This is an optimization exercise on Yosys and OpenROAD, whose aim is small area and a short achievable clock period, not a production implementation.

## run 1
==> flow/design.v <==
`timescale 1ns/1ps
module bist #(
    parameter size   = 6,
    parameter length = 8
)(
    input  logic                 clk,
    input  logic                 rst,
    input  logic                 start,
    input  logic                 csin,
    input  logic                 rwbarin,
    input  logic                 opr,
    input  logic [size-1:0]      address,
    input  logic [length-1:0]    datain,
    output logic [length-1:0]    dataout,
    output logic                 fail
);
    logic       NbarT;
    logic [6:0] q;
    logic       cout;
    logic       pat;        
    always_ff @(posedge clk or posedge rst) begin
        if (rst)
            NbarT <= 1'b0;
        else if (NbarT)
            NbarT <= ~cout;
        else
            NbarT <= start;
    end
    always_ff @(posedge clk) begin
        if (!NbarT) begin
            q    <= 7'd0;
            cout <= 1'b0;
        end else begin
            q    <= q + 7'd1;
            cout <= (q == 7'd127);
        end
    end
    wire q_zero = (q == 7'd0);
    always_ff @(posedge clk or posedge rst) begin
        if (rst)
            pat <= 1'b0;
        else if (NbarT && q_zero)
            pat <= 1'b1;
    end
    wire [7:0] P = {pat, 1'b0, pat, 1'b0, pat, 1'b0, pat, 1'b0};
    wire [5:0] a  = NbarT ? q[5:0] : address;
    wire       we = NbarT ? ~q[6]  : ~rwbarin;
    wire [7:0] wd = NbarT ? P      : datain;
    logic       pw;
    logic [5:0] pa;
    logic [7:0] pd;
    always_ff @(posedge clk) begin
        pw <= we;
        pa <= a;
        pd <= wd;
    end
    logic [7:0] mem [64];
    for (genvar r = 0; r < 64; r++) begin : g_word
        always_ff @(posedge clk) begin
            if (pw && pa == r[5:0])
                mem[r] <= pd;
        end
    end
    logic [15:0] lsel;
    always_comb begin
        for (int l = 0; l < 16; l++)
            lsel[l] = (a[3:0] == l[3:0]);
    end
    wire lhit = pw && (pa[3:0] == a[3:0]);
    logic [7:0] cand [4];
    logic [1:0] hsel;
    for (genvar j = 0; j < 4; j++) begin : g_cand
        logic [7:0] rd;
        always_comb begin
            rd = 8'd0;
            for (int l = 0; l < 16; l++)
                rd = rd | (mem[j*16 + l] & {8{lsel[l]}});
        end
        always_ff @(posedge clk) begin
            if (we)
                cand[j] <= wd;
            else if (lhit && pa[5:4] == j[1:0])
                cand[j] <= pd;
            else
                cand[j] <= rd;
        end
    end
    always_ff @(posedge clk) begin
        hsel <= a[5:4];
    end
    assign dataout = cand[hsel];
    always_ff @(posedge clk or posedge rst) begin
        if (rst)
            fail <= 1'b0;
        else if (NbarT && q_zero)
            fail <= 1'b0;
        else if (NbarT && opr && q[6] && (dataout != P))
            fail <= 1'b1;
    end
endmodule
clock: 6.0 ns
lec_check: 0
cap_margin: 20
core_margin: 2
core_utilization: 60
cts_buf_list: sky130_fd_sc_hd__clkbuf_4 sky130_fd_sc_hd__clkbuf_8
setup_slack_margin: 3.3
slew_margin: 20
run.sh (not shown) runs the stock make flow with config.mk's settings and CLKGATE_MAP_FILE= SYNTH_SCRIPT=/design/flow/synth_recipe.tcl, a recipe that flattens the netlist after the stock synthesis.
Here is what was changed in the inputs of run 2 compared with run 1.
Settings: setting CTS_CLUSTER_SIZE to 24 for the first time; removing CTS_BUF_LIST (formerly sky130_fd_sc_hd__clkbuf_4 sky130_fd_sc_hd__clkbuf_8); setting CTS_CLUSTER_DIAMETER to 120 for the first time; changing SLEW_MARGIN from 20 to 5; changing SETUP_SLACK_MARGIN from 3.3 to 3.0; changing CAP_MARGIN from 20 to 5.
Findings:
Run 2 went all the way through synthesis, placement and routing and the layout is clean on timing, DRC and antenna. [run 2] fmax rose 9.0 MHz relative to run 1. Compared with run 1, run 2 shows setup slack of the critical path after layout higher by 88 ps. As of run 2, number of buffers other than clock buffers in the final layout had fallen by more than a quarter compared to run 1.
Input-level comparison between run 3 and run 2:
Settings: clearing CTS_CLUSTER_DIAMETER, which used to be 120; swapping 60 for 40 in CORE_UTILIZATION; swapping 5 for 20 in SLEW_MARGIN; swapping 5 for 20 in CAP_MARGIN; clearing CTS_CLUSTER_SIZE, which used to be 24.
### Flow results
Setup slack after layout: run 3 and run 2 compared, lower one is run 3
On footprint of the multi-input gates, run 3 and run 2 are neck and neck.
Run 3 against run 2: detailed-placement wirelength estimate increased by 4.3% relative to the old numbers; number of vias after detailed routing now larger; inverter count stayed essentially flat; worst hold slack rose by 11 ps.
Last weighted congestion value of the routability-driven placer: run 3 lower than run 2
From run 2 to run 3 the numbers moved as follows: share of the cycle needed by the critical path after routing moved up; worst stage delay on the critical path level; multi-input logic portion of the cell area moved down.
No functional check of the RTL was part of any run of this note.

## afterwards: timing with drivers on the ports
The results above use ideal ports. As a check the final layouts listed here were re-extracted and re-timed, cells and wires unchanged. Step 1 sets driving cells, clkbuf_16 on the clock port and buf_2 on the other inputs (assumed; they add their load-dependent delay and slew). Step 2 times the ports against the registers' clock, not the clock port: input delays grow and output delays shrink by t, the midpoint of the rising clock arrivals with the driver on. a / b / c = ideal ports / drivers / drivers and shift; a / b = the first two.
run | t (ns) | setup WS [ns] | slew at the worst register clock pin (ns) | worst slew at a driven data input, ns | pins driven straight from the clock port
run 1 | 0.716 | 2.840 / 2.787 / 2.457 | 0.07 / 0.07 | 0.07 | 1
run 2 | 0.657 | 2.928 / 2.868 / 2.380 | 0.10 / 0.10 | 0.04 | 1
run 3 | 0.681 | 2.866 / 2.802 / 2.318 | 0.07 / 0.07 | 0.05 | 1
After both steps setup and hold are still met in every run listed.
